From an optimization exercise on the open Yosys and OpenROAD flow, aimed at small area, a short achievable clock period and few clock cycles; shortcuts taken in it are not production practice.
In this exercise RTL edits were held to simulation tests only and were not proved equivalent to the original.
Power and IR drop assume default switching activity.

==> design/flow/design.v <==
`timescale 1ns / 1ps
module MUL_DIV(
	input clk,
	input reset,
	input [31:0] SrcA,
	input [31:0] SrcB,
	input [2:0] Mul_Div_ctr,
	input Start,
	input EI_HILO_ctr,
	input ExcReq_E,
	output reg Busy,
	output reg [31:0] HI,
	output reg [31:0] LO
	);
	reg [31:0] M;        
	reg [4:0]  cnt;      
	reg        is_div;   
	reg        sgn;      
	reg        first;    
	reg        fix;      
	reg        negq, negr;
	reg        bm1;      
	function [4:0] clz32;
		input [31:0] x;
		reg [15:0] y16; reg [7:0] y8; reg [3:0] y4; reg [1:0] y2;
		reg z16, z8, z4, z2, z1;
		begin
			z16 = ~|x[31:16];  y16 = z16 ? x[15:0]  : x[31:16];
			z8  = ~|y16[15:8]; y8  = z8  ? y16[7:0] : y16[15:8];
			z4  = ~|y8[7:4];   y4  = z4  ? y8[3:0]  : y8[7:4];
			z2  = ~|y4[3:2];   y2  = z2  ? y4[1:0]  : y4[3:2];
			z1  = ~y2[1];
			clz32 = {z16, z8, z4, z2, z1};
		end
	endfunction
	function [31:0] cneg;
		input [31:0] x;
		input n;
		integer i;
		reg c;
		begin
			c = 1'b0;
			for (i = 0; i < 32; i = i + 1) begin
				cneg[i] = x[i] ^ (n & c);
				c = c | x[i];
			end
		end
	endfunction
	wire ok    = ~EI_HILO_ctr & ~ExcReq_E;
	wire capHI = ~Busy & ok & (Start | Mul_Div_ctr[0]);    
	wire capLO = ~Busy & ok & (Start | Mul_Div_ctr[1]);    
	wire last  = (cnt == 5'd0);
	wire [39:0] mt;
	wire [31:0] acc = first ? 32'b0 : HI;
	mul_step u_mul(.acc(acc), .hx(acc[31]), .m(M), .mx(sgn & M[31]),
	               .b(LO[7:0]), .bm1(bm1), .ext(~sgn & last & LO[7]), .t(mt));
	wire        sa  = sgn & HI[31];
	wire        sb  = sgn & M[31];
	wire [31:0] n1  = cneg(HI, first ? sa : negr);
	wire [31:0] n2  = cneg(first ? M : LO, first ? sb : negq);
	wire [4:0]  za = clz32(n1);
	wire [4:0]  zb = clz32(n2);
	wire        bzero = ~|M;
	wire [5:0]  nd = {1'b0, zb} - {1'b0, za};    
	wire        qzero = nd[5];                   
	wire [32:0] d1 = {1'b0, M} << {cnt[3:0], 1'b1};
	wire [31:0] d2 = d1[32:1];
	wire [33:0] c1, c3;
	wire [32:0] c2;
	wire [32:0] s1;
	wire [31:0] s2, s3;
	assign c1[0] = 1'b1;
	assign c2[0] = 1'b1;
	assign c3[0] = 1'b1;
	genvar gi;
	generate for (gi = 0; gi < 33; gi = gi + 1) begin : g_s1
		wire a = (gi < 32) ? HI[gi] : 1'b0;
		wire b = ~d1[gi];
		assign s1[gi]   = a ^ b ^ c1[gi];
		assign c1[gi+1] = (a & b) | (a & c1[gi]) | (b & c1[gi]);
	end endgenerate
	generate for (gi = 0; gi < 32; gi = gi + 1) begin : g_s23
		wire b = ~d2[gi];
		assign s2[gi]   = HI[gi] ^ b ^ c2[gi];
		assign c2[gi+1] = (HI[gi] & b) | (HI[gi] & c2[gi]) | (b & c2[gi]);
		assign s3[gi]   = s1[gi] ^ b ^ c3[gi];
		assign c3[gi+1] = (s1[gi] & b) | (s1[gi] & c3[gi]) | (b & c3[gi]);
	end endgenerate
	wire        q1 = c1[33];
	wire        q2 = q1 ? c3[32] : c2[32];
	wire [31:0] r2 = q1 ? (q2 ? s3 : s1[31:0]) : (q2 ? s2 : HI);
	always @(posedge clk) begin
		if (!Busy) begin
			M      <= SrcB;
			is_div <= Mul_Div_ctr[2] & (Mul_Div_ctr[1] | Mul_Div_ctr[0]);
			sgn    <= Mul_Div_ctr[2] & ~Mul_Div_ctr[0];
			first  <= 1'b1;
			fix    <= 1'b0;
			cnt    <= 5'd3;
			bm1    <= 1'b0;
		end else if (!is_div) begin
			first  <= 1'b0;
			bm1    <= LO[7];
			cnt    <= cnt - 5'd1;
		end else if (first) begin
			first  <= 1'b0;
			negq   <= sa ^ sb;
			negr   <= sa;
			M      <= n2;
			cnt    <= {1'b0, nd[4:1]};
		end else if (!fix) begin
			cnt    <= cnt - 5'd1;
			if (last) fix <= 1'b1;
		end
	end
	always @(posedge clk) begin
		if (reset) begin
			Busy <= 1'b0;
		end else if (!Busy) begin
			Busy <= Start & ok;
		end else if (!is_div) begin
			if (last) Busy <= 1'b0;
		end else if (first) begin
			if (bzero | qzero) Busy <= 1'b0;
		end else if (fix | (last & ~(negq | negr))) begin
			Busy <= 1'b0;
		end
	end
	always @(posedge clk) begin
		if (reset) begin
			HI <= 32'b0;
		end else if (!Busy) begin
			if (capHI) HI <= SrcA;
		end else if (!is_div) begin
			HI <= mt[39:8];
		end else if (first) begin
			if (!(bzero | qzero)) HI <= n1;
		end else if (fix) begin
			HI <= n1;
		end else begin
			HI <= r2;
		end
	end
	always @(posedge clk) begin
		if (reset) begin
			LO <= 32'b0;
		end else if (!Busy) begin
			if (capLO) LO <= SrcA;
		end else if (!is_div) begin
			LO <= {mt[7:0], LO[31:8]};
		end else if (first) begin
			LO <= {32{bzero}};
		end else if (fix) begin
			LO <= n2;
		end else begin
			LO <= {LO[29:0], q1, q2};
		end
	end
endmodule
module mul_step(
	input [31:0] acc, input hx,
	input [31:0] m, input mx,
	input [7:0] b, input bm1, input ext,
	output [39:0] t);
	wire w1;
	wire w2;
	wire w3;
	wire w4;
	wire w5;
	wire w6;
	wire w7;
	wire w8;
	wire w9;
	wire w10;
	wire w11;
	wire w12;
	wire w13;
	wire w14;
	wire w15;
	wire w16;
	wire w17;
	wire w18;
	wire w19;
	wire w20;
	wire w21;
	wire w22;
	wire w23;
	wire w24;
	wire w25;
	wire w26;
	wire w27;
	wire w28;
	wire w29;
	wire w30;
	wire w31;
	wire w32;
	wire w33;
	wire w34;
	wire w35;
	wire w36;
	wire w37;
	wire w38;
	wire w39;
	wire w40;
	wire w41;
	wire w42;
	wire w43;
	wire w44;
	wire w45;
	wire w46;
	wire w47;
	wire w48;
	wire w49;
	wire w50;
	wire w51;
	wire w52;
	wire w53;
	wire w54;
	wire w55;
	wire w56;
	wire w57;
	wire w58;
	wire w59;
	wire w60;
	wire w61;
	wire w62;
	wire w63;
	wire w64;
	wire w65;
	wire w66;
	wire w67;
	wire w68;
	wire w69;
	wire w70;
	wire w71;
	wire w72;
	wire w73;
	wire w74;
	wire w75;
	wire w76;
	wire w77;
	wire w78;
	wire w79;
	wire w80;
	wire w81;
	wire w82;
	wire w83;
	wire w84;
	wire w85;
	wire w86;
	wire w87;
	wire w88;
	wire w89;
	wire w90;
	wire w91;
	wire w92;
	wire w93;
	wire w94;
	wire w95;
	wire w96;
	wire w97;
	wire w98;
	wire w99;
	wire w100;
	wire w101;
	wire w102;
	wire w103;
	wire w104;
	wire w105;
	wire w106;
	wire w107;
	wire w108;
	wire w109;
	wire w110;
	wire w111;
	wire w112;
	wire w113;
	wire w114;
	wire w115;
	wire w116;
	wire w117;
	wire w118;
	wire w119;
	wire w120;
	wire w121;
	wire w122;
	wire w123;
	wire w124;
	wire w125;
	wire w126;
	wire w127;
	wire w128;
	wire w129;
	wire w130;
	wire w131;
	wire w132;
	wire w133;
	wire w134;
	wire w135;
	wire w136;
	wire w137;
	wire w138;
	wire w139;
	wire w140;
	wire w141;
	wire w142;
	wire w143;
	wire w144;
	wire w145;
	wire w146;
	wire w147;
	wire w148;
	wire w149;
	wire w150;
	wire w151;
	wire w152;
	wire w153;
	wire w154;
	wire w155;
	wire w156;
	wire w157;
	wire w158;
	wire w159;
	wire w160;
	wire w161;
	wire w162;
	wire w163;
	wire w164;
	wire w165;
	wire w166;
	wire w167;
	wire w168;
	wire w169;
	wire w170;
	wire w171;
	wire w172;
	wire w173;
	wire w174;
	wire w175;
	wire w176;
	wire w177;
	wire w178;
	wire w179;
	wire w180;
	wire w181;
	wire w182;
	wire w183;
	wire w184;
	wire w185;
	wire w186;
	wire w187;
	wire w188;
	wire w189;
	wire w190;
	wire w191;
	wire w192;
	wire w193;
	wire w194;
	wire w195;
	wire w196;
	wire w197;
	wire w198;
	wire w199;
	wire w200;
	wire w201;
	wire w202;
	wire w203;
	wire w204;
	wire w205;
	wire w206;
	wire w207;
	wire w208;
	wire w209;
	wire w210;
	wire w211;
	wire w212;
	wire w213;
	wire w214;
	wire w215;
	wire w216;
	wire w217;
	wire w218;
	wire w219;
	wire w220;
	wire w221;
	wire w222;
	wire w223;
	wire w224;
	wire w225;
	wire w226;
	wire w227;
	wire w228;
	wire w229;
	wire w230;
	wire w231;
	wire w232;
	wire w233;
	wire w234;
	wire w235;
	wire w236;
	wire w237;
	wire w238;
	wire w239;
	wire w240;
	wire w241;
	wire w242;
	wire w243;
	wire w244;
	wire w245;
	wire w246;
	wire w247;
	wire w248;
	wire w249;
	wire w250;
	wire w251;
	wire w252;
	wire w253;
	wire w254;
	wire w255;
	wire w256;
	wire w257;
	wire w258;
	wire w259;
	wire w260;
	wire w261;
	wire w262;
	wire w263;
	wire w264;
	wire w265;
	wire w266;
	wire w267;
	wire w268;
	wire w269;
	wire w270;
	wire w271;
	wire w272;
	wire w273;
	wire w274;
	wire w275;
	wire w276;
	wire w277;
	wire w278;
	wire w279;
	wire w280;
	wire w281;
	wire w282;
	wire w283;
	wire w284;
	wire w285;
	wire w286;
	wire w287;
	wire w288;
	wire w289;
	wire w290;
	wire w291;
	wire w292;
	wire w293;
	wire w294;
	wire w295;
	wire w296;
	wire w297;
	wire w298;
	wire w299;
	wire w300;
	wire w301;
	wire w302;
	wire w303;
	wire w304;
	wire w305;
	wire w306;
	wire w307;
	wire w308;
	wire w309;
	wire w310;
	wire w311;
	wire w312;
	wire w313;
	wire w314;
	wire w315;
	wire w316;
	wire w317;
	wire w318;
	wire w319;
	wire w320;
	wire w321;
	wire w322;
	wire w323;
	wire w324;
	wire w325;
	wire w326;
	wire w327;
	wire w328;
	wire w329;
	wire w330;
	wire w331;
	wire w332;
	wire w333;
	wire w334;
	wire w335;
	wire w336;
	wire w337;
	wire w338;
	wire w339;
	wire w340;
	wire w341;
	wire w342;
	wire w343;
	wire w344;
	wire w345;
	wire w346;
	wire w347;
	wire w348;
	wire w349;
	wire w350;
	wire w351;
	wire w352;
	wire w353;
	wire w354;
	wire w355;
	wire w356;
	wire w357;
	wire w358;
	wire w359;
	wire w360;
	wire w361;
	wire w362;
	wire w363;
	wire w364;
	wire w365;
	wire w366;
	wire w367;
	wire w368;
	wire w369;
	wire w370;
	wire w371;
	wire w372;
	wire w373;
	wire w374;
	wire w375;
	wire w376;
	wire w377;
	wire w378;
	wire w379;
	wire w380;
	wire w381;
	wire w382;
	wire w383;
	wire w384;
	wire w385;
	wire w386;
	wire w387;
	wire w388;
	wire w389;
	wire w390;
	wire w391;
	wire w392;
	wire w393;
	wire w394;
	wire w395;
	wire w396;
	wire w397;
	wire w398;
	wire w399;
	wire w400;
	wire w401;
	wire w402;
	wire w403;
	wire w404;
	wire w405;
	wire w406;
	wire w407;
	wire w408;
	wire w409;
	wire w410;
	wire w411;
	wire w412;
	wire w413;
	wire w414;
	wire w415;
	wire w416;
	wire w417;
	wire w418;
	wire w419;
	wire w420;
	wire w421;
	wire w422;
	wire w423;
	wire w424;
	wire w425;
	wire w426;
	wire w427;
	wire w428;
	wire w429;
	wire w430;
	wire w431;
	wire w432;
	wire w433;
	wire w434;
	wire w435;
	wire w436;
	wire w437;
	wire w438;
	wire w439;
	wire w440;
	wire w441;
	wire w442;
	wire w443;
	wire w444;
	wire w445;
	wire w446;
	wire w447;
	wire w448;
	wire w449;
	wire w450;
	wire w451;
	wire w452;
	wire w453;
	wire w454;
	wire w455;
	wire w456;
	wire w457;
	wire w458;
	wire w459;
	wire w460;
	wire w461;
	wire w462;
	wire w463;
	wire w464;
	wire w465;
	wire w466;
	wire w467;
	wire w468;
	wire w469;
	wire w470;
	wire w471;
	wire w472;
	wire w473;
	wire w474;
	wire w475;
	wire w476;
	wire w477;
	wire w478;
	wire w479;
	wire w480;
	wire w481;
	wire w482;
	wire w483;
	wire w484;
	wire w485;
	wire w486;
	wire w487;
	wire w488;
	wire w489;
	wire w490;
	wire w491;
	wire w492;
	wire w493;
	wire w494;
	wire w495;
	wire w496;
	wire w497;
	wire w498;
	wire w499;
	wire w500;
	wire w501;
	wire w502;
	wire w503;
	wire w504;
	wire w505;
	wire w506;
	wire w507;
	wire w508;
	wire w509;
	wire w510;
	wire w511;
	wire w512;
	wire w513;
	wire w514;
	wire w515;
	wire w516;
	wire w517;
	wire w518;
	wire w519;
	wire w520;
	assign w1 = ~hx;
	assign w2 = b[0] ^ bm1;
	assign w3 = (b[1] & ~b[0] & ~bm1) | (~b[1] & b[0] & bm1);
	assign w4 = ((w2 & m[0])) ^ b[1];
	assign w5 = ((w2 & m[1]) | (w3 & m[0])) ^ b[1];
	assign w6 = ((w2 & m[2]) | (w3 & m[1])) ^ b[1];
	assign w7 = ((w2 & m[3]) | (w3 & m[2])) ^ b[1];
	assign w8 = ((w2 & m[4]) | (w3 & m[3])) ^ b[1];
	assign w9 = ((w2 & m[5]) | (w3 & m[4])) ^ b[1];
	assign w10 = ((w2 & m[6]) | (w3 & m[5])) ^ b[1];
	assign w11 = ((w2 & m[7]) | (w3 & m[6])) ^ b[1];
	assign w12 = ((w2 & m[8]) | (w3 & m[7])) ^ b[1];
	assign w13 = ((w2 & m[9]) | (w3 & m[8])) ^ b[1];
	assign w14 = ((w2 & m[10]) | (w3 & m[9])) ^ b[1];
	assign w15 = ((w2 & m[11]) | (w3 & m[10])) ^ b[1];
	assign w16 = ((w2 & m[12]) | (w3 & m[11])) ^ b[1];
	assign w17 = ((w2 & m[13]) | (w3 & m[12])) ^ b[1];
	assign w18 = ((w2 & m[14]) | (w3 & m[13])) ^ b[1];
	assign w19 = ((w2 & m[15]) | (w3 & m[14])) ^ b[1];
	assign w20 = ((w2 & m[16]) | (w3 & m[15])) ^ b[1];
	assign w21 = ((w2 & m[17]) | (w3 & m[16])) ^ b[1];
	assign w22 = ((w2 & m[18]) | (w3 & m[17])) ^ b[1];
	assign w23 = ((w2 & m[19]) | (w3 & m[18])) ^ b[1];
	assign w24 = ((w2 & m[20]) | (w3 & m[19])) ^ b[1];
	assign w25 = ((w2 & m[21]) | (w3 & m[20])) ^ b[1];
	assign w26 = ((w2 & m[22]) | (w3 & m[21])) ^ b[1];
	assign w27 = ((w2 & m[23]) | (w3 & m[22])) ^ b[1];
	assign w28 = ((w2 & m[24]) | (w3 & m[23])) ^ b[1];
	assign w29 = ((w2 & m[25]) | (w3 & m[24])) ^ b[1];
	assign w30 = ((w2 & m[26]) | (w3 & m[25])) ^ b[1];
	assign w31 = ((w2 & m[27]) | (w3 & m[26])) ^ b[1];
	assign w32 = ((w2 & m[28]) | (w3 & m[27])) ^ b[1];
	assign w33 = ((w2 & m[29]) | (w3 & m[28])) ^ b[1];
	assign w34 = ((w2 & m[30]) | (w3 & m[29])) ^ b[1];
	assign w35 = ((w2 & m[31]) | (w3 & m[30])) ^ b[1];
	assign w36 = ((w2 & mx) | (w3 & m[31])) ^ b[1];
	assign w37 = ~(((w2 & mx) | (w3 & mx)) ^ b[1]);
	assign w38 = b[2] ^ b[1];
	assign w39 = (b[3] & ~b[2] & ~b[1]) | (~b[3] & b[2] & b[1]);
	assign w40 = ((w38 & m[0])) ^ b[3];
	assign w41 = ((w38 & m[1]) | (w39 & m[0])) ^ b[3];
	assign w42 = ((w38 & m[2]) | (w39 & m[1])) ^ b[3];
	assign w43 = ((w38 & m[3]) | (w39 & m[2])) ^ b[3];
	assign w44 = ((w38 & m[4]) | (w39 & m[3])) ^ b[3];
	assign w45 = ((w38 & m[5]) | (w39 & m[4])) ^ b[3];
	assign w46 = ((w38 & m[6]) | (w39 & m[5])) ^ b[3];
	assign w47 = ((w38 & m[7]) | (w39 & m[6])) ^ b[3];
	assign w48 = ((w38 & m[8]) | (w39 & m[7])) ^ b[3];
	assign w49 = ((w38 & m[9]) | (w39 & m[8])) ^ b[3];
	assign w50 = ((w38 & m[10]) | (w39 & m[9])) ^ b[3];
	assign w51 = ((w38 & m[11]) | (w39 & m[10])) ^ b[3];
	assign w52 = ((w38 & m[12]) | (w39 & m[11])) ^ b[3];
	assign w53 = ((w38 & m[13]) | (w39 & m[12])) ^ b[3];
	assign w54 = ((w38 & m[14]) | (w39 & m[13])) ^ b[3];
	assign w55 = ((w38 & m[15]) | (w39 & m[14])) ^ b[3];
	assign w56 = ((w38 & m[16]) | (w39 & m[15])) ^ b[3];
	assign w57 = ((w38 & m[17]) | (w39 & m[16])) ^ b[3];
	assign w58 = ((w38 & m[18]) | (w39 & m[17])) ^ b[3];
	assign w59 = ((w38 & m[19]) | (w39 & m[18])) ^ b[3];
	assign w60 = ((w38 & m[20]) | (w39 & m[19])) ^ b[3];
	assign w61 = ((w38 & m[21]) | (w39 & m[20])) ^ b[3];
	assign w62 = ((w38 & m[22]) | (w39 & m[21])) ^ b[3];
	assign w63 = ((w38 & m[23]) | (w39 & m[22])) ^ b[3];
	assign w64 = ((w38 & m[24]) | (w39 & m[23])) ^ b[3];
	assign w65 = ((w38 & m[25]) | (w39 & m[24])) ^ b[3];
	assign w66 = ((w38 & m[26]) | (w39 & m[25])) ^ b[3];
	assign w67 = ((w38 & m[27]) | (w39 & m[26])) ^ b[3];
	assign w68 = ((w38 & m[28]) | (w39 & m[27])) ^ b[3];
	assign w69 = ((w38 & m[29]) | (w39 & m[28])) ^ b[3];
	assign w70 = ((w38 & m[30]) | (w39 & m[29])) ^ b[3];
	assign w71 = ((w38 & m[31]) | (w39 & m[30])) ^ b[3];
	assign w72 = ((w38 & mx) | (w39 & m[31])) ^ b[3];
	assign w73 = ~(((w38 & mx) | (w39 & mx)) ^ b[3]);
	assign w74 = b[4] ^ b[3];
	assign w75 = (b[5] & ~b[4] & ~b[3]) | (~b[5] & b[4] & b[3]);
	assign w76 = ((w74 & m[0])) ^ b[5];
	assign w77 = ((w74 & m[1]) | (w75 & m[0])) ^ b[5];
	assign w78 = ((w74 & m[2]) | (w75 & m[1])) ^ b[5];
	assign w79 = ((w74 & m[3]) | (w75 & m[2])) ^ b[5];
	assign w80 = ((w74 & m[4]) | (w75 & m[3])) ^ b[5];
	assign w81 = ((w74 & m[5]) | (w75 & m[4])) ^ b[5];
	assign w82 = ((w74 & m[6]) | (w75 & m[5])) ^ b[5];
	assign w83 = ((w74 & m[7]) | (w75 & m[6])) ^ b[5];
	assign w84 = ((w74 & m[8]) | (w75 & m[7])) ^ b[5];
	assign w85 = ((w74 & m[9]) | (w75 & m[8])) ^ b[5];
	assign w86 = ((w74 & m[10]) | (w75 & m[9])) ^ b[5];
	assign w87 = ((w74 & m[11]) | (w75 & m[10])) ^ b[5];
	assign w88 = ((w74 & m[12]) | (w75 & m[11])) ^ b[5];
	assign w89 = ((w74 & m[13]) | (w75 & m[12])) ^ b[5];
	assign w90 = ((w74 & m[14]) | (w75 & m[13])) ^ b[5];
	assign w91 = ((w74 & m[15]) | (w75 & m[14])) ^ b[5];
	assign w92 = ((w74 & m[16]) | (w75 & m[15])) ^ b[5];
	assign w93 = ((w74 & m[17]) | (w75 & m[16])) ^ b[5];
	assign w94 = ((w74 & m[18]) | (w75 & m[17])) ^ b[5];
	assign w95 = ((w74 & m[19]) | (w75 & m[18])) ^ b[5];
	assign w96 = ((w74 & m[20]) | (w75 & m[19])) ^ b[5];
	assign w97 = ((w74 & m[21]) | (w75 & m[20])) ^ b[5];
	assign w98 = ((w74 & m[22]) | (w75 & m[21])) ^ b[5];
	assign w99 = ((w74 & m[23]) | (w75 & m[22])) ^ b[5];
	assign w100 = ((w74 & m[24]) | (w75 & m[23])) ^ b[5];
	assign w101 = ((w74 & m[25]) | (w75 & m[24])) ^ b[5];
	assign w102 = ((w74 & m[26]) | (w75 & m[25])) ^ b[5];
	assign w103 = ((w74 & m[27]) | (w75 & m[26])) ^ b[5];
	assign w104 = ((w74 & m[28]) | (w75 & m[27])) ^ b[5];
	assign w105 = ((w74 & m[29]) | (w75 & m[28])) ^ b[5];
	assign w106 = ((w74 & m[30]) | (w75 & m[29])) ^ b[5];
	assign w107 = ((w74 & m[31]) | (w75 & m[30])) ^ b[5];
	assign w108 = ((w74 & mx) | (w75 & m[31])) ^ b[5];
	assign w109 = ~(((w74 & mx) | (w75 & mx)) ^ b[5]);
	assign w110 = b[6] ^ b[5];
	assign w111 = (b[7] & ~b[6] & ~b[5]) | (~b[7] & b[6] & b[5]);
	assign w112 = ((w110 & m[0])) ^ b[7];
	assign w113 = ((w110 & m[1]) | (w111 & m[0])) ^ b[7];
	assign w114 = ((w110 & m[2]) | (w111 & m[1])) ^ b[7];
	assign w115 = ((w110 & m[3]) | (w111 & m[2])) ^ b[7];
	assign w116 = ((w110 & m[4]) | (w111 & m[3])) ^ b[7];
	assign w117 = ((w110 & m[5]) | (w111 & m[4])) ^ b[7];
	assign w118 = ((w110 & m[6]) | (w111 & m[5])) ^ b[7];
	assign w119 = ((w110 & m[7]) | (w111 & m[6])) ^ b[7];
	assign w120 = ((w110 & m[8]) | (w111 & m[7])) ^ b[7];
	assign w121 = ((w110 & m[9]) | (w111 & m[8])) ^ b[7];
	assign w122 = ((w110 & m[10]) | (w111 & m[9])) ^ b[7];
	assign w123 = ((w110 & m[11]) | (w111 & m[10])) ^ b[7];
	assign w124 = ((w110 & m[12]) | (w111 & m[11])) ^ b[7];
	assign w125 = ((w110 & m[13]) | (w111 & m[12])) ^ b[7];
	assign w126 = ((w110 & m[14]) | (w111 & m[13])) ^ b[7];
	assign w127 = ((w110 & m[15]) | (w111 & m[14])) ^ b[7];
	assign w128 = ((w110 & m[16]) | (w111 & m[15])) ^ b[7];
	assign w129 = ((w110 & m[17]) | (w111 & m[16])) ^ b[7];
	assign w130 = ((w110 & m[18]) | (w111 & m[17])) ^ b[7];
	assign w131 = ((w110 & m[19]) | (w111 & m[18])) ^ b[7];
	assign w132 = ((w110 & m[20]) | (w111 & m[19])) ^ b[7];
	assign w133 = ((w110 & m[21]) | (w111 & m[20])) ^ b[7];
	assign w134 = ((w110 & m[22]) | (w111 & m[21])) ^ b[7];
	assign w135 = ((w110 & m[23]) | (w111 & m[22])) ^ b[7];
	assign w136 = ((w110 & m[24]) | (w111 & m[23])) ^ b[7];
	assign w137 = ((w110 & m[25]) | (w111 & m[24])) ^ b[7];
	assign w138 = ((w110 & m[26]) | (w111 & m[25])) ^ b[7];
	assign w139 = ((w110 & m[27]) | (w111 & m[26])) ^ b[7];
	assign w140 = ((w110 & m[28]) | (w111 & m[27])) ^ b[7];
	assign w141 = ((w110 & m[29]) | (w111 & m[28])) ^ b[7];
	assign w142 = ((w110 & m[30]) | (w111 & m[29])) ^ b[7];
	assign w143 = ((w110 & m[31]) | (w111 & m[30])) ^ b[7];
	assign w144 = ((w110 & mx) | (w111 & m[31])) ^ b[7];
	assign w145 = ((w110 & mx) | (w111 & mx)) ^ b[7];
	assign w146 = m[0] & ext;
	assign w147 = m[1] & ext;
	assign w148 = m[2] & ext;
	assign w149 = m[3] & ext;
	assign w150 = m[4] & ext;
	assign w151 = m[5] & ext;
	assign w152 = m[6] & ext;
	assign w153 = m[7] & ext;
	assign w154 = m[8] & ext;
	assign w155 = m[9] & ext;
	assign w156 = m[10] & ext;
	assign w157 = m[11] & ext;
	assign w158 = m[12] & ext;
	assign w159 = m[13] & ext;
	assign w160 = m[14] & ext;
	assign w161 = m[15] & ext;
	assign w162 = m[16] & ext;
	assign w163 = m[17] & ext;
	assign w164 = m[18] & ext;
	assign w165 = m[19] & ext;
	assign w166 = m[20] & ext;
	assign w167 = m[21] & ext;
	assign w168 = m[22] & ext;
	assign w169 = m[23] & ext;
	assign w170 = m[24] & ext;
	assign w171 = m[25] & ext;
	assign w172 = m[26] & ext;
	assign w173 = m[27] & ext;
	assign w174 = m[28] & ext;
	assign w175 = m[29] & ext;
	assign w176 = m[30] & ext;
	assign w177 = m[31] & ext;
	assign w178 = acc[0] ^ w4 ^ b[1];
	assign w179 = (acc[0] & w4) | (acc[0] & b[1]) | (w4 & b[1]);
	assign w180 = acc[2] ^ w6 ^ w40;
	assign w181 = (acc[2] & w6) | (acc[2] & w40) | (w6 & w40);
	assign w182 = acc[3] ^ w7 ^ w41;
	assign w183 = (acc[3] & w7) | (acc[3] & w41) | (w7 & w41);
	assign w184 = acc[4] ^ w8 ^ w42;
	assign w185 = (acc[4] & w8) | (acc[4] & w42) | (w8 & w42);
	assign w186 = acc[5] ^ w9 ^ w43;
	assign w187 = (acc[5] & w9) | (acc[5] & w43) | (w9 & w43);
	assign w188 = acc[6] ^ w10 ^ w44;
	assign w189 = (acc[6] & w10) | (acc[6] & w44) | (w10 & w44);
	assign w190 = w78 ^ w112 ^ b[7];
	assign w191 = (w78 & w112) | (w78 & b[7]) | (w112 & b[7]);
	assign w192 = acc[7] ^ w11 ^ w45;
	assign w193 = (acc[7] & w11) | (acc[7] & w45) | (w11 & w45);
	assign w194 = acc[8] ^ w12 ^ w46;
	assign w195 = (acc[8] & w12) | (acc[8] & w46) | (w12 & w46);
	assign w196 = w80 ^ w114 ^ w146;
	assign w197 = (w80 & w114) | (w80 & w146) | (w114 & w146);
	assign w198 = acc[9] ^ w13 ^ w47;
	assign w199 = (acc[9] & w13) | (acc[9] & w47) | (w13 & w47);
	assign w200 = w81 ^ w115 ^ w147;
	assign w201 = (w81 & w115) | (w81 & w147) | (w115 & w147);
	assign w202 = acc[10] ^ w14 ^ w48;
	assign w203 = (acc[10] & w14) | (acc[10] & w48) | (w14 & w48);
	assign w204 = w82 ^ w116 ^ w148;
	assign w205 = (w82 & w116) | (w82 & w148) | (w116 & w148);
	assign w206 = acc[11] ^ w15 ^ w49;
	assign w207 = (acc[11] & w15) | (acc[11] & w49) | (w15 & w49);
	assign w208 = w83 ^ w117 ^ w149;
	assign w209 = (w83 & w117) | (w83 & w149) | (w117 & w149);
	assign w210 = acc[12] ^ w16 ^ w50;
	assign w211 = (acc[12] & w16) | (acc[12] & w50) | (w16 & w50);
	assign w212 = w84 ^ w118 ^ w150;
	assign w213 = (w84 & w118) | (w84 & w150) | (w118 & w150);
	assign w214 = acc[13] ^ w17 ^ w51;
	assign w215 = (acc[13] & w17) | (acc[13] & w51) | (w17 & w51);
	assign w216 = w85 ^ w119 ^ w151;
	assign w217 = (w85 & w119) | (w85 & w151) | (w119 & w151);
	assign w218 = acc[14] ^ w18 ^ w52;
	assign w219 = (acc[14] & w18) | (acc[14] & w52) | (w18 & w52);
	assign w220 = w86 ^ w120 ^ w152;
	assign w221 = (w86 & w120) | (w86 & w152) | (w120 & w152);
	assign w222 = acc[15] ^ w19 ^ w53;
	assign w223 = (acc[15] & w19) | (acc[15] & w53) | (w19 & w53);
	assign w224 = w87 ^ w121 ^ w153;
	assign w225 = (w87 & w121) | (w87 & w153) | (w121 & w153);
	assign w226 = acc[16] ^ w20 ^ w54;
	assign w227 = (acc[16] & w20) | (acc[16] & w54) | (w20 & w54);
	assign w228 = w88 ^ w122 ^ w154;
	assign w229 = (w88 & w122) | (w88 & w154) | (w122 & w154);
	assign w230 = acc[17] ^ w21 ^ w55;
	assign w231 = (acc[17] & w21) | (acc[17] & w55) | (w21 & w55);
	assign w232 = w89 ^ w123 ^ w155;
	assign w233 = (w89 & w123) | (w89 & w155) | (w123 & w155);
	assign w234 = acc[18] ^ w22 ^ w56;
	assign w235 = (acc[18] & w22) | (acc[18] & w56) | (w22 & w56);
	assign w236 = w90 ^ w124 ^ w156;
	assign w237 = (w90 & w124) | (w90 & w156) | (w124 & w156);
	assign w238 = acc[19] ^ w23 ^ w57;
	assign w239 = (acc[19] & w23) | (acc[19] & w57) | (w23 & w57);
	assign w240 = w91 ^ w125 ^ w157;
	assign w241 = (w91 & w125) | (w91 & w157) | (w125 & w157);
	assign w242 = acc[20] ^ w24 ^ w58;
	assign w243 = (acc[20] & w24) | (acc[20] & w58) | (w24 & w58);
	assign w244 = w92 ^ w126 ^ w158;
	assign w245 = (w92 & w126) | (w92 & w158) | (w126 & w158);
	assign w246 = acc[21] ^ w25 ^ w59;
	assign w247 = (acc[21] & w25) | (acc[21] & w59) | (w25 & w59);
	assign w248 = w93 ^ w127 ^ w159;
	assign w249 = (w93 & w127) | (w93 & w159) | (w127 & w159);
	assign w250 = acc[22] ^ w26 ^ w60;
	assign w251 = (acc[22] & w26) | (acc[22] & w60) | (w26 & w60);
	assign w252 = w94 ^ w128 ^ w160;
	assign w253 = (w94 & w128) | (w94 & w160) | (w128 & w160);
	assign w254 = acc[23] ^ w27 ^ w61;
	assign w255 = (acc[23] & w27) | (acc[23] & w61) | (w27 & w61);
	assign w256 = w95 ^ w129 ^ w161;
	assign w257 = (w95 & w129) | (w95 & w161) | (w129 & w161);
	assign w258 = acc[24] ^ w28 ^ w62;
	assign w259 = (acc[24] & w28) | (acc[24] & w62) | (w28 & w62);
	assign w260 = w96 ^ w130 ^ w162;
	assign w261 = (w96 & w130) | (w96 & w162) | (w130 & w162);
	assign w262 = acc[25] ^ w29 ^ w63;
	assign w263 = (acc[25] & w29) | (acc[25] & w63) | (w29 & w63);
	assign w264 = w97 ^ w131 ^ w163;
	assign w265 = (w97 & w131) | (w97 & w163) | (w131 & w163);
	assign w266 = acc[26] ^ w30 ^ w64;
	assign w267 = (acc[26] & w30) | (acc[26] & w64) | (w30 & w64);
	assign w268 = w98 ^ w132 ^ w164;
	assign w269 = (w98 & w132) | (w98 & w164) | (w132 & w164);
	assign w270 = acc[27] ^ w31 ^ w65;
	assign w271 = (acc[27] & w31) | (acc[27] & w65) | (w31 & w65);
	assign w272 = w99 ^ w133 ^ w165;
	assign w273 = (w99 & w133) | (w99 & w165) | (w133 & w165);
	assign w274 = acc[28] ^ w32 ^ w66;
	assign w275 = (acc[28] & w32) | (acc[28] & w66) | (w32 & w66);
	assign w276 = w100 ^ w134 ^ w166;
	assign w277 = (w100 & w134) | (w100 & w166) | (w134 & w166);
	assign w278 = acc[29] ^ w33 ^ w67;
	assign w279 = (acc[29] & w33) | (acc[29] & w67) | (w33 & w67);
	assign w280 = w101 ^ w135 ^ w167;
	assign w281 = (w101 & w135) | (w101 & w167) | (w135 & w167);
	assign w282 = acc[30] ^ w34 ^ w68;
	assign w283 = (acc[30] & w34) | (acc[30] & w68) | (w34 & w68);
	assign w284 = w102 ^ w136 ^ w168;
	assign w285 = (w102 & w136) | (w102 & w168) | (w136 & w168);
	assign w286 = acc[31] ^ w35 ^ w69;
	assign w287 = (acc[31] & w35) | (acc[31] & w69) | (w35 & w69);
	assign w288 = w103 ^ w137 ^ w169;
	assign w289 = (w103 & w137) | (w103 & w169) | (w137 & w169);
	assign w290 = w1 ^ w36 ^ w70;
	assign w291 = (w1 & w36) | (w1 & w70) | (w36 & w70);
	assign w292 = w104 ^ w138 ^ w170;
	assign w293 = (w104 & w138) | (w104 & w170) | (w138 & w170);
	assign w294 = w37 ^ w71 ^ w105;
	assign w295 = (w37 & w71) | (w37 & w105) | (w71 & w105);
	assign w296 = w72 ^ w106 ^ w140;
	assign w297 = (w72 & w106) | (w72 & w140) | (w106 & w140);
	assign w298 = w73 ^ w107 ^ w141;
	assign w299 = (w73 & w107) | (w73 & w141) | (w107 & w141);
	assign w300 = w108 ^ w142 ^ w174;
	assign w301 = (w108 & w142) | (w108 & w174) | (w142 & w174);
	assign w302 = w109 ^ w143 ^ w175;
	assign w303 = (w109 & w143) | (w109 & w175) | (w143 & w175);
	assign w304 = w144 ^ w176 ^ 1'b1;
	assign w305 = (w144 & w176) | (w144 & 1'b1) | (w176 & 1'b1);
	assign w306 = w145 ^ w177 ^ 1'b1;
	assign w307 = w179 ^ acc[1] ^ w5;
	assign w308 = (w179 & acc[1]) | (w179 & w5) | (acc[1] & w5);
	assign w309 = w183 ^ w184 ^ w76;
	assign w310 = (w183 & w184) | (w183 & w76) | (w184 & w76);
	assign w311 = w185 ^ w186 ^ w77;
	assign w312 = (w185 & w186) | (w185 & w77) | (w186 & w77);
	assign w313 = w187 ^ w188 ^ w190;
	assign w314 = (w187 & w188) | (w187 & w190) | (w188 & w190);
	assign w315 = w189 ^ w191 ^ w192;
	assign w316 = (w189 & w191) | (w189 & w192) | (w191 & w192);
	assign w317 = w193 ^ w194 ^ w196;
	assign w318 = (w193 & w194) | (w193 & w196) | (w194 & w196);
	assign w319 = w195 ^ w197 ^ w198;
	assign w320 = (w195 & w197) | (w195 & w198) | (w197 & w198);
	assign w321 = w199 ^ w201 ^ w202;
	assign w322 = (w199 & w201) | (w199 & w202) | (w201 & w202);
	assign w323 = w203 ^ w205 ^ w206;
	assign w324 = (w203 & w205) | (w203 & w206) | (w205 & w206);
	assign w325 = w207 ^ w209 ^ w210;
	assign w326 = (w207 & w209) | (w207 & w210) | (w209 & w210);
	assign w327 = w211 ^ w213 ^ w214;
	assign w328 = (w211 & w213) | (w211 & w214) | (w213 & w214);
	assign w329 = w215 ^ w217 ^ w218;
	assign w330 = (w215 & w217) | (w215 & w218) | (w217 & w218);
	assign w331 = w219 ^ w221 ^ w222;
	assign w332 = (w219 & w221) | (w219 & w222) | (w221 & w222);
	assign w333 = w223 ^ w225 ^ w226;
	assign w334 = (w223 & w225) | (w223 & w226) | (w225 & w226);
	assign w335 = w227 ^ w229 ^ w230;
	assign w336 = (w227 & w229) | (w227 & w230) | (w229 & w230);
	assign w337 = w231 ^ w233 ^ w234;
	assign w338 = (w231 & w233) | (w231 & w234) | (w233 & w234);
	assign w339 = w235 ^ w237 ^ w238;
	assign w340 = (w235 & w237) | (w235 & w238) | (w237 & w238);
	assign w341 = w239 ^ w241 ^ w242;
	assign w342 = (w239 & w241) | (w239 & w242) | (w241 & w242);
	assign w343 = w243 ^ w245 ^ w246;
	assign w344 = (w243 & w245) | (w243 & w246) | (w245 & w246);
	assign w345 = w247 ^ w249 ^ w250;
	assign w346 = (w247 & w249) | (w247 & w250) | (w249 & w250);
	assign w347 = w251 ^ w253 ^ w254;
	assign w348 = (w251 & w253) | (w251 & w254) | (w253 & w254);
	assign w349 = w255 ^ w257 ^ w258;
	assign w350 = (w255 & w257) | (w255 & w258) | (w257 & w258);
	assign w351 = w259 ^ w261 ^ w262;
	assign w352 = (w259 & w261) | (w259 & w262) | (w261 & w262);
	assign w353 = w263 ^ w265 ^ w266;
	assign w354 = (w263 & w265) | (w263 & w266) | (w265 & w266);
	assign w355 = w267 ^ w269 ^ w270;
	assign w356 = (w267 & w269) | (w267 & w270) | (w269 & w270);
	assign w357 = w271 ^ w273 ^ w274;
	assign w358 = (w271 & w273) | (w271 & w274) | (w273 & w274);
	assign w359 = w275 ^ w277 ^ w278;
	assign w360 = (w275 & w277) | (w275 & w278) | (w277 & w278);
	assign w361 = w279 ^ w281 ^ w282;
	assign w362 = (w279 & w281) | (w279 & w282) | (w281 & w282);
	assign w363 = w283 ^ w285 ^ w286;
	assign w364 = (w283 & w285) | (w283 & w286) | (w285 & w286);
	assign w365 = w287 ^ w289 ^ w290;
	assign w366 = (w287 & w289) | (w287 & w290) | (w289 & w290);
	assign w367 = w291 ^ w293 ^ w294;
	assign w368 = (w291 & w293) | (w291 & w294) | (w293 & w294);
	assign w369 = w295 ^ w296 ^ w172;
	assign w370 = (w295 & w296) | (w295 & w172) | (w296 & w172);
	assign w371 = w297 ^ w298 ^ w173;
	assign w372 = (w297 & w298) | (w297 & w173) | (w298 & w173);
	assign w373 = w299 ^ w300 ^ 1'b1;
	assign w374 = (w299 & w300) | (w299 & 1'b1) | (w300 & 1'b1);
	assign w375 = w308 ^ w180 ^ b[3];
	assign w376 = (w308 & w180) | (w308 & b[3]) | (w180 & b[3]);
	assign w377 = w314 ^ w315 ^ w79;
	assign w378 = (w314 & w315) | (w314 & w79) | (w315 & w79);
	assign w379 = w318 ^ w319 ^ w200;
	assign w380 = (w318 & w319) | (w318 & w200) | (w319 & w200);
	assign w381 = w320 ^ w321 ^ w204;
	assign w382 = (w320 & w321) | (w320 & w204) | (w321 & w204);
	assign w383 = w322 ^ w323 ^ w208;
	assign w384 = (w322 & w323) | (w322 & w208) | (w323 & w208);
	assign w385 = w324 ^ w325 ^ w212;
	assign w386 = (w324 & w325) | (w324 & w212) | (w325 & w212);
	assign w387 = w326 ^ w327 ^ w216;
	assign w388 = (w326 & w327) | (w326 & w216) | (w327 & w216);
	assign w389 = w328 ^ w329 ^ w220;
	assign w390 = (w328 & w329) | (w328 & w220) | (w329 & w220);
	assign w391 = w330 ^ w331 ^ w224;
	assign w392 = (w330 & w331) | (w330 & w224) | (w331 & w224);
	assign w393 = w332 ^ w333 ^ w228;
	assign w394 = (w332 & w333) | (w332 & w228) | (w333 & w228);
	assign w395 = w334 ^ w335 ^ w232;
	assign w396 = (w334 & w335) | (w334 & w232) | (w335 & w232);
	assign w397 = w336 ^ w337 ^ w236;
	assign w398 = (w336 & w337) | (w336 & w236) | (w337 & w236);
	assign w399 = w338 ^ w339 ^ w240;
	assign w400 = (w338 & w339) | (w338 & w240) | (w339 & w240);
	assign w401 = w340 ^ w341 ^ w244;
	assign w402 = (w340 & w341) | (w340 & w244) | (w341 & w244);
	assign w403 = w342 ^ w343 ^ w248;
	assign w404 = (w342 & w343) | (w342 & w248) | (w343 & w248);
	assign w405 = w344 ^ w345 ^ w252;
	assign w406 = (w344 & w345) | (w344 & w252) | (w345 & w252);
	assign w407 = w346 ^ w347 ^ w256;
	assign w408 = (w346 & w347) | (w346 & w256) | (w347 & w256);
	assign w409 = w348 ^ w349 ^ w260;
	assign w410 = (w348 & w349) | (w348 & w260) | (w349 & w260);
	assign w411 = w350 ^ w351 ^ w264;
	assign w412 = (w350 & w351) | (w350 & w264) | (w351 & w264);
	assign w413 = w352 ^ w353 ^ w268;
	assign w414 = (w352 & w353) | (w352 & w268) | (w353 & w268);
	assign w415 = w354 ^ w355 ^ w272;
	assign w416 = (w354 & w355) | (w354 & w272) | (w355 & w272);
	assign w417 = w356 ^ w357 ^ w276;
	assign w418 = (w356 & w357) | (w356 & w276) | (w357 & w276);
	assign w419 = w358 ^ w359 ^ w280;
	assign w420 = (w358 & w359) | (w358 & w280) | (w359 & w280);
	assign w421 = w360 ^ w361 ^ w284;
	assign w422 = (w360 & w361) | (w360 & w284) | (w361 & w284);
	assign w423 = w362 ^ w363 ^ w288;
	assign w424 = (w362 & w363) | (w362 & w288) | (w363 & w288);
	assign w425 = w364 ^ w365 ^ w292;
	assign w426 = (w364 & w365) | (w364 & w292) | (w365 & w292);
	assign w427 = w366 ^ w367 ^ w139;
	assign w428 = (w366 & w367) | (w366 & w139) | (w367 & w139);
	assign w429 = w368 ^ w369 ^ 1'b1;
	assign w430 = (w368 & w369) | (w368 & 1'b1) | (w369 & 1'b1);
	assign w431 = w374 ^ w301 ^ w302;
	assign w432 = (w374 & w301) | (w374 & w302) | (w301 & w302);
	assign w433 = w376 ^ w181 ^ w182;
	assign w434 = (w376 & w181) | (w376 & w182) | (w181 & w182);
	assign w435 = w378 ^ w316 ^ w317;
	assign w436 = (w378 & w316) | (w378 & w317) | (w316 & w317);
	assign w437 = w424 ^ w425 ^ 1'b1;
	assign w438 = (w424 & w425) | (w424 & 1'b1) | (w425 & 1'b1);
	assign w439 = w426 ^ w427 ^ w171;
	assign w440 = (w426 & w427) | (w426 & w171) | (w427 & w171);
	assign w441 = w430 ^ w370 ^ w371;
	assign w442 = (w430 & w370) | (w430 & w371) | (w370 & w371);
	assign w443 = w432 ^ w303 ^ w304;
	assign w444 = (w432 & w303) | (w432 & w304) | (w303 & w304);
	assign w445 = w434 ^ w309 ^ b[5];
	assign w446 = (w434 & w309) | (w434 & b[5]) | (w309 & b[5]);
	assign w447 = w440 ^ w428 ^ w429;
	assign w448 = (w440 & w428) | (w440 & w429) | (w428 & w429);
	assign w449 = w442 ^ w372 ^ w373;
	assign w450 = (w442 & w372) | (w442 & w373) | (w372 & w373);
	assign w451 = w444 ^ w305 ^ w306;
	assign w452 = w446 ^ w310 ^ w311;
	assign w453 = (w446 & w310) | (w446 & w311) | (w310 & w311);
	assign w454 = w453 ^ w312 ^ w313;
	assign w455 = (w453 & w312) | (w453 & w313) | (w312 & w313);
	assign w456 = w455 ^ w377 ^ w113;
	assign w457 = (w455 & w377) | (w455 & w113) | (w377 & w113);
	assign w458 = w457 ^ w435;
	assign w459 = w457 & w435;
	assign w460 = w436 ^ w379 ^ w459;
	assign w461 = (w436 & w379) | (w436 & w459) | (w379 & w459);
	assign w462 = w380 ^ w381 ^ w461;
	assign w463 = (w380 & w381) | (w380 & w461) | (w381 & w461);
	assign w464 = w382 ^ w383 ^ w463;
	assign w465 = (w382 & w383) | (w382 & w463) | (w383 & w463);
	assign w466 = w384 ^ w385 ^ w465;
	assign w467 = (w384 & w385) | (w384 & w465) | (w385 & w465);
	assign w468 = w386 ^ w387 ^ w467;
	assign w469 = (w386 & w387) | (w386 & w467) | (w387 & w467);
	assign w470 = w388 ^ w389 ^ w469;
	assign w471 = (w388 & w389) | (w388 & w469) | (w389 & w469);
	assign w472 = w390 ^ w391 ^ w471;
	assign w473 = (w390 & w391) | (w390 & w471) | (w391 & w471);
	assign w474 = w392 ^ w393 ^ w473;
	assign w475 = (w392 & w393) | (w392 & w473) | (w393 & w473);
	assign w476 = w394 ^ w395 ^ w475;
	assign w477 = (w394 & w395) | (w394 & w475) | (w395 & w475);
	assign w478 = w396 ^ w397 ^ w477;
	assign w479 = (w396 & w397) | (w396 & w477) | (w397 & w477);
	assign w480 = w398 ^ w399 ^ w479;
	assign w481 = (w398 & w399) | (w398 & w479) | (w399 & w479);
	assign w482 = w400 ^ w401 ^ w481;
	assign w483 = (w400 & w401) | (w400 & w481) | (w401 & w481);
	assign w484 = w402 ^ w403 ^ w483;
	assign w485 = (w402 & w403) | (w402 & w483) | (w403 & w483);
	assign w486 = w404 ^ w405 ^ w485;
	assign w487 = (w404 & w405) | (w404 & w485) | (w405 & w485);
	assign w488 = w406 ^ w407 ^ w487;
	assign w489 = (w406 & w407) | (w406 & w487) | (w407 & w487);
	assign w490 = w408 ^ w409 ^ w489;
	assign w491 = (w408 & w409) | (w408 & w489) | (w409 & w489);
	assign w492 = w410 ^ w411 ^ w491;
	assign w493 = (w410 & w411) | (w410 & w491) | (w411 & w491);
	assign w494 = w412 ^ w413 ^ w493;
	assign w495 = (w412 & w413) | (w412 & w493) | (w413 & w493);
	assign w496 = w414 ^ w415 ^ w495;
	assign w497 = (w414 & w415) | (w414 & w495) | (w415 & w495);
	assign w498 = w416 ^ w417 ^ w497;
	assign w499 = (w416 & w417) | (w416 & w497) | (w417 & w497);
	assign w500 = w418 ^ w419 ^ w499;
	assign w501 = (w418 & w419) | (w418 & w499) | (w419 & w499);
	assign w502 = w420 ^ w421 ^ w501;
	assign w503 = (w420 & w421) | (w420 & w501) | (w421 & w501);
	assign w504 = w422 ^ w423 ^ w503;
	assign w505 = (w422 & w423) | (w422 & w503) | (w423 & w503);
	assign w506 = w437 ^ w505;
	assign w507 = w437 & w505;
	assign w508 = w438 ^ w439 ^ w507;
	assign w509 = (w438 & w439) | (w438 & w507) | (w439 & w507);
	assign w510 = w447 ^ w509;
	assign w511 = w447 & w509;
	assign w512 = w448 ^ w441 ^ w511;
	assign w513 = (w448 & w441) | (w448 & w511) | (w441 & w511);
	assign w514 = w449 ^ w513;
	assign w515 = w449 & w513;
	assign w516 = w450 ^ w431 ^ w515;
	assign w517 = (w450 & w431) | (w450 & w515) | (w431 & w515);
	assign w518 = w443 ^ w517;
	assign w519 = w443 & w517;
	assign w520 = w451 ^ w519;
	assign t[0] = w178;
	assign t[1] = w307;
	assign t[2] = w375;
	assign t[3] = w433;
	assign t[4] = w445;
	assign t[5] = w452;
	assign t[6] = w454;
	assign t[7] = w456;
	assign t[8] = w458;
	assign t[9] = w460;
	assign t[10] = w462;
	assign t[11] = w464;
	assign t[12] = w466;
	assign t[13] = w468;
	assign t[14] = w470;
	assign t[15] = w472;
	assign t[16] = w474;
	assign t[17] = w476;
	assign t[18] = w478;
	assign t[19] = w480;
	assign t[20] = w482;
	assign t[21] = w484;
	assign t[22] = w486;
	assign t[23] = w488;
	assign t[24] = w490;
	assign t[25] = w492;
	assign t[26] = w494;
	assign t[27] = w496;
	assign t[28] = w498;
	assign t[29] = w500;
	assign t[30] = w502;
	assign t[31] = w504;
	assign t[32] = w506;
	assign t[33] = w508;
	assign t[34] = w510;
	assign t[35] = w512;
	assign t[36] = w514;
	assign t[37] = w516;
	assign t[38] = w518;
	assign t[39] = w520;
endmodule
==> design/flow/run.sh <==
#!/bin/bash
# synth_recipe.tcl (not shown) runs the flow's synth.tcl, then flattens the netlist and writes it again
# the make line also repeats each setting of config.mk as NAME=value (left out here)
make -C /OpenROAD-flow-scripts/flow DESIGN_CONFIG=/design/flow/config.mk WORK_HOME=/design/flow/orfs CLKGATE_MAP_FILE= SYNTH_SCRIPT=/design/flow/synth_recipe.tcl finish
==> design/flow/config.mk <==
export PLATFORM = sky130hd
export DESIGN_NAME = MUL_DIV
export DESIGN_NICKNAME = MUL_DIV
export VERILOG_FILES = /design/flow/design.v
export SDC_FILE = /design/flow/constraint.sdc
export NUM_CORES = 4
export LEC_CHECK = 0
export ABC_AREA = 1
export CAP_MARGIN = 10
export CORE_MARGIN = 2
export CORE_UTILIZATION = 60
export SLEW_MARGIN = 10
==> design/flow/constraint.sdc <==
create_clock -name core_clock -period 100.0 [get_ports {clk}]
set_input_delay 20.0000 -clock core_clock [delete_from_list [all_inputs] [get_ports {clk}]]
set_output_delay 20.0000 -clock core_clock [all_outputs]
set_load 0.01 [all_outputs]
==> out/qor.yml, run 1 <==
holdBufCountCts: 0
leakage_nw: 9.480
viasPerCell: 6.594
period_needed_ps: 21960
drt_wl_total_um: 82160
peakVddDrop_v: 0.00003312
pin_count: 137
fmax_mhz: 45.54
area_growth_pct: 8.169
synth-seq-cells: 109
first_pass_iters: 7
grt_usage_pct: 48.10
end_kind: "flop"
hp-class: "reg2reg"
cellPowerDensity_nw_per_um2: 29.88
crit_path_max_fanout: 62
clockPowerShare_pct: 6.5
post-route-period-util_pct: 21.96
dp_cells: 3152
p_sw_share_pct: 58.38
ys_warn_count: 1
fin_cells: 3177
grt_overflow: 0
antenna_found_initial: 9
syn_area_um2: 19820
fin_nets: 3062
drtAntennaViolNets: 0
drt-wirelength-per-cell_um: 25.86
synthFlopType: "dfxtp_1"
cap_violations: 0
crit_arrival_ps: 22230
tns_ps: 0
numCtsBuffers: 9
die_x_um: 185.8
drive_gt1_share_pct: 6.493
crit_path_start_kind: "input port"
power.internal_w: 0.0002666
drv_slew: 0
cts_resized: 0
ctsLongestPathBuffers: 2
drc_errors: 0
grt_pass1_vias: 19860
path_clk_slew_ps: 90
drtIter0Drc: 3220
tritoncts: "done"
criticalPathCategory: "in2reg"
cts_root_buffer: "clkbuf_16"
design.core.area_um2: 32540
gp_congestion: 1.045
worstMarginPinSlew_ps: 1085
slew-limit-headroom_pct: 27.08
via_count: 20950
setup_viol: 0
status: "complete, no violations"
hpwlAfterDp_um: 62930
num_rows: 66
cts_setup_buffers: 0
io_buffers: 136
grt_pass1_wl_um: 121700
grt_max_degree: 83
hold_viol_final: 0
cts.sinks: 109
post_synth_num_cell_types: 58
combPwrFrac_pct: 83.1
crit_required_ps: 100270
syn_avg_cell_area_um2: 7.236
syn_nets: 3080
worst_skew_pair.late_latency_ps: 390
seq_power_share_pct: 10.4
syn_inst: 2739
synth-edff-count: 36
ys_async_sr_fraction_pct: 0
clock_skew_ps: 25.16
rsz0062_at_grt: "no"
htreeDepth: 3
yosysSeqAreaShare_pct: 12.83
die-height_um: 185.8
die-area_um2: 34500
switchingPower_w: 0.0003740
start_util_pct: 60.92
[layout make-up]
type | instances | area (um2)
Fill cell | 2987 | 11100
Clock inverter | 4 | 52.55
Tap cell | 442 | 553.0
Inverter | 359 | 1351
Sequential cell | 109 | 2546
Antenna cell | 9 | 22.52
Clock buffer | 12 | 257.7
Multi-Input combinational cell | 2062 | 14960
Timing Repair Buffer | 180 | 1692
[sequential cells by signal (all words and copies together) (netlist names)]
| register | cells |
|---|---|
| first | 1 |
| is_div | 1 |
| sgn | 1 |
| HI | 32 |
| negr | 1 |
| LO | 32 |
| bm1 | 1 |
| Busy | 1 |
| M | 32 |
| negq | 1 |
| fix | 1 |
| cnt | 5 |
[routing by layer]
layer / global-route usage [%] / up-vias / share of wire (%)
met3: 17.32 / 423 / 15
met1: 60.26 / 9917 / 35
met4: 32.22 / 6 / 8.1
li1: - / 8884 / -
met2: 69.55 / 1718 / 42
met5: 0 / - / 0.062
[through the flow]
step / hold WS [ps] / util, % / area, um2 / total power (W) / worst slack, ps
after global placement: 454.4 / 64.87 / 21110 / 0.0005563 / 77800
after detailed placement: 467.3 / 64.87 / 21110 / 0.0005737 / 77740
after CTS: 480.0 / 65.82 / 21420 / 0.0006172 / 78130
after floorplan: 443.3 / - / 19820 / 0.0003908 / 78720
after global routing: 523.3 / 65.82 / 21420 / 0.0006884 / 77970
final: 481.1 / 65.89 / 21440 / 0.0006407 / 78040
[worst max-delay path, stage by stage]
cell             delay, ps
clkdlybuf4s50_1        390
or2_2                  340
o21ai_0                280
o21ai_0                170
inv_2                   70
buf_4                  620
nand3_2                130
nand2_1                100
nor2_1                  50
[cell usage in the layout, fill, tap and decap left out, types with 8 or more instances in the layout]
cell type        count
clkdlybuf4s50_1    136
a221oi_1            18
a41oi_1             24
o211ai_1             8
clkinv_1            19
a31oi_1              9
inv_2               11
o22ai_1            153
clkbuf_16           10
inv_1              326
nand2_2             18
diode_2              9
a21oi_1            140
nor4_1               8
o21ai_0            202
nor2_4              11
ha_1                17
nand3_1             68
buf_4               44
xor2_1             170
nand2_1            574
dfxtp_1             70
nor2_2              10
nand4_1             45
nor2_1             216
nand3_2             33
fa_1               252
o221ai_1            11
edfxtp_1            36
[cell usage after synthesis (33+ instances only)]
cell      instances  area, um2
nand2_1         574       2155
inv_1           327       1227
fa_1            252       5045
nor2_1          218      818.3
o21ai_0         202       1011
xor2_1          170       1489
o22ai_1         153      957.2
a21oi_1         140      700.7
clkbuf_1        139      521.8
dfxtp_1          73       1461
nand3_1          68      340.3
nand4_1          45      281.5
edfxtp_1         36       1081
buf_4            34      255.2
nand3_2          33      330.3
[path summary, 6_finish.rpt]
| kind | start | endpoint | slack [ps] | cells past startpoint |
|---|---|---|---|---|
| min | cnt[4] | cnt[4] | 480 | 2 |
| max reg2reg | LO[1] | HI[31] | 81540 | 57 |
| min reg2reg | cnt[4] | cnt[4] | 480 | 2 |
| max | ExcReq_E | HI[7] | 78040 | 9 |
[kinds of logic after synthesis]
logic type	after synthesis	share of synthesized area, %
AND/OR/NAND/NOR	1012	22.99
AO/OA/AOI/OAI	601	17.80
buffers and inverters	568	11.86
adder cells (fa/ha/maj)	269	26.53
XOR/XNOR	173	7.645
flip-flops	109	12.83
multiplexers	7	0.3535
[power by group through the flow]
stage	combinational (W)	sequential (W)	clock, W
floorplan	0.000330	0.0000604	0
global placement	0.000490	0.0000663	0
detailed placement	0.000507	0.0000664	0
CTS	0.000511	0.0000654	0.0000411
global route	0.000579	0.0000665	0.0000427
finish	0.000533	0.0000665	0.0000415
Testbench counts, summed over its fixed seeds: cycles 67,513.
==> inputs of run 2 (changes only) <==
--- a/design/flow/config.mk
+++ b/design/flow/config.mk
@@ -6,7 +6,7 @@
 export NUM_CORES = 4
 export LEC_CHECK = 0
 export ABC_AREA = 1
-export CAP_MARGIN = 10
+export CAP_MARGIN = 40
 export CORE_MARGIN = 2
-export CORE_UTILIZATION = 60
-export SLEW_MARGIN = 10
+export CORE_UTILIZATION = 40
+export SLEW_MARGIN = 30
==> run 2 against run 1 <==
Register-to-register slack improved by 1300 ps. First-iteration DRC count is 19% lower. Clock skew is 6.2 ps lower.
==> out/qor.yml, run 2 <==
reg.largest.list: "HI: 32 flops, LO: 32 flops, M: 32 flops"  # unchanged
clock_skew_ps: 19.00  # was 25.16 ps
htreeDepth: 3  # unchanged
die-height_um: 226.6  # was 185.8 um
hold_path_depth: 2  # unchanged
yosysMostFrequentCell: "nand2_1"  # unchanged
worstSetupStartpoint: "ExcReq_E"  # unchanged
syn_avg_cell_area_um2: 7.236  # unchanged
combPwrFrac_pct: 81.7  # was 83.1%
synth_top_family_by_area: "adder cells"  # unchanged
fmax_mhz: 45.43  # was 45.54 MHz
yosysTopAreaCell: "fa_1"  # unchanged
hp-class: "reg2reg"  # unchanged
synth_fa_ha_area_share_pct: 26.53  # unchanged
synth_top_area_share_pct: 25.45  # unchanged
grt_pass1_vias: 19600  # was 19860
worst_skew_pair.late_latency_ps: 390  # about the same
drive_gt1_share_pct: 6.774  # was 6.493%
design.core.area_um2: 48950  # was 32540 um2
grt_pass1_wl_um: 127200  # was 121700 um
num_rows: 81  # was 66
p_sw_share_pct: 56.29  # was 58.38%
final_area_um2: 21770  # was 21440 um2
final_cell_mix: "nand2_1 (573), inv_1 (326), fa_1 (252)"  # was nand2_1 (574), inv_1 (326), fa_1 (252)
area_growth_pct: 9.842  # was 8.169%
peakVddDrop_v: 0.00001868  # was 0.00003312 V
crit_required_ps: 100280  # was 100270 ps
cts_root_buffer: "clkbuf_16"  # unchanged
crit_path_start_kind: "input port"  # unchanged
ys_async_sr_fraction_pct: 0  # unchanged
synth_common_cells: "nand2_1 (574), inv_1 (327), fa_1 (252)"  # unchanged
syn_area_um2: 19820  # unchanged
synthMuxAreaShare_pct: 0.3535  # unchanged
setup_viol: 0  # unchanged
rsz0062_at_grt: "no"  # unchanged
cap_violations: 0  # unchanged
clockPowerShare_pct: 6.9  # was 6.5%
syn_inst: 2739  # unchanged
cts_resized: 0  # unchanged
die_x_um: 226.6  # was 185.8 um
seq_area_um2: 2546  # unchanged
drtIter0Drc: 2607  # was 3220
tritoncts: "done"  # unchanged
power.internal_w: 0.0002583  # was 0.0002666 W
r2r_cells: 57  # unchanged
seq_power_share_pct: 11.4  # was 10.4%
ys_warn_count: 1  # unchanged
numCtsBuffers: 9  # unchanged
crit_path_max_fanout: 62  # unchanged
synthTopCellsByArea: "fa_1 (25%), nand2_1 (11%), xor2_1 (7.5%)"  # unchanged
worstMarginPinSlew_ps: 853.5  # was 1085 ps
min_from: "cnt[4]"  # unchanged
synthFlopType: "dfxtp_1"  # unchanged
start_util_pct: 40.49  # was 60.92%
drc_errors: 0  # unchanged
cts_setup_buffers: 0  # unchanged
drtAntennaViolNets: 0  # unchanged
antenna_found_initial: 6  # was 9
switchingPower_w: 0.0003327  # was 0.0003740 W
period_needed_ps: 22010  # was 21960 ps
hold_viol_final: 0  # unchanged
ctsLongestPathBuffers: 2  # unchanged
syn_nets: 3080  # unchanged
multi_input_area_um2: 14970  # was 14960 um2
post_synth_num_cell_types: 58  # unchanged
leakage_nw: 9.521  # was 9.480 nW
drv_slew: 0  # unchanged
placed_area_um2: 21440  # was 21110 um2
grt_usage_pct: 33.99  # was 48.10%
die-area_um2: 51350  # was 34500 um2
fill_cells: 5041  # was 2987
cellPowerDensity_nw_per_um2: 27.15  # was 29.88 nW/um2
io_buffers: 136  # unchanged
crit_arrival_ps: 22290  # was 22230 ps
finalWorstSetupSlack_ps: 77990  # was 78040 ps
grt_overflow: 0  # unchanged
grt_max_degree: 68  # was 83
pin_count: 137  # unchanged
slew-limit-headroom_pct: 42.89  # was 27.08%
synth_xor_area_share_pct: 7.645  # unchanged
pre_cts_slack_ps: 77610  # was 77740 ps
synth_simple_gate_area_share_pct: 22.99  # unchanged
viasPerCell: 5.895  # was 6.594
cts.sinks: 109  # unchanged
drt_wl_total_um: 86490  # was 82160 um
synth_compound_area_share_pct: 17.80  # unchanged
status: "complete, no violations"  # unchanged
final_common_cell: "nand2_1"  # unchanged
fin_nets: 3067  # was 3062
drt-wirelength-per-cell_um: 25.46  # was 25.86 um
tns_ps: 0  # unchanged
first_pass_iters: 7  # unchanged
timing.rr.start: "LO[1]"  # unchanged
gp_congestion: 0.9827  # was 1.045
hpwlAfterDp_um: 68730  # was 62930 um
holdBufCountCts: 0  # unchanged
yosysSeqAreaShare_pct: 12.83  # unchanged
synth-edff-count: 36  # unchanged
via_count: 20030  # was 20950
synth-seq-cells: 109  # unchanged
path_clk_slew_ps: 90  # about the same
post-route-period-util_pct: 22.01  # was 21.96%
criticalPathCategory: "in2reg"  # unchanged
end_kind: "flop"  # unchanged
## run 2: cell counts after synthesis
Identical to the previous run, type by type.
## run 2: path summary, 6_finish.rpt
| kind | endpoint | slack (ps) |
|---|---|---|
| setup / recovery | HI[9] | 77990 |
| hold / removal | cnt[4] | 470 |
| setup reg to reg | HI[31] | 82830 |
| hold reg to reg | cnt[4] | 470 |
## run 2: cell families after synthesis
group           after synthesis
compound gates              601
xor+xnor                    173
fa+ha+maj                   269
buf+inv                     568
flops                       109
mux                           7
simple gates               1012
## run 2: layer usage
layer	up-vias	share of wire (%)	track usage (%)
met2	1204	45	53.10
met1	9668	39	44.11
met3	262	10	7.321
li1	8882	-	-
met4	10	6.2	18.00
met5	-	0.069	0
## run 2: cell type report
| type | instances | share of cell area, % |
|---|---|---|
| flip-flops and latches | 109 | 11.70 |
| diodes | 2 | 0.02299 |
| well taps | 664 | 3.816 |
| repair buffers | 185 | 8.000 |
| clock buffers | 14 | 1.310 |
| clock inverters | 2 | 0.1782 |
| multi-input cells | 2062 | 68.77 |
| inverters | 359 | 6.207 |
## run 2: power groups by stage
| stage | clock network [W] | registers (W) | logic, W |
|---|---|---|---|
| after floorplan | 0 | 0.0000604 | 0.000330 |
| after global placement | 0 | 0.0000677 | 0.000468 |
| after detailed placement | 0 | 0.0000677 | 0.000474 |
| after CTS | 0.0000413 | 0.0000667 | 0.000477 |
| after global routing | 0.0000427 | 0.0000675 | 0.000542 |
| final | 0.0000410 | 0.0000671 | 0.000483 |
## run 2: critical path, stage by stage
cell	delay, ps
clkdlybuf4s50_1	390
or2_2	340
o21ai_0	350
o21ai_0	180
inv_2	70
buf_4	610
nand3_2	140
nand2_1	90
nor2_1	50
## run 2: through the flow
stage / hold WS, ps / utilization, % / std cells / power (W)
6_report: 471.8 / 44.48 / 3397 / 0.0005910
5_1_grt: 507.0 / 44.46 / 3395 / 0.0006516
4_1_cts: 472.1 / 44.46 / 3395 / 0.0005846
3_5_place_dp: 458.7 / 43.80 / 3379 / 0.0005417
3_3_place_gp: 452.6 / 43.75 / 3378 / 0.0005355
2_1_floorplan: 443.3 / - / 2739 / 0.0003908

[afterwards: timing with drivers on the ports]
No port has a modelled driver above. Below, the same layouts with a new extraction and two added sets of constraints. Step 1 sets driving cells, clkbuf_16 on the clock port and buf_2 on the other inputs (assumed; they add their load-dependent delay and slew). Step 2 also shifts input and output timing later by t, the mid clock arrival at the registers, as if the neighbouring blocks saw the same clock. a / b / c = ideal ports / drivers / drivers and shift; a / b = the first two.
| run | shift t [ns] | slack for setup (ns) | slew at the worst register clock pin (ns) | worst data-port slew with drivers (ns) |
|---|---|---|---|---|
| run 1 | 0.428 | 78.042 / 78.065 / 77.637 | 0.10 / 0.10 | 0.05 |
| run 2 | 0.438 | 77.990 / 78.022 / 77.584 | 0.09 / 0.09 | 0.05 |
After both steps every run listed still meets setup and hold. The setup slack of run 2, which loses most, moves by +0.032 ns with the drivers and by -0.406 ns with both steps.
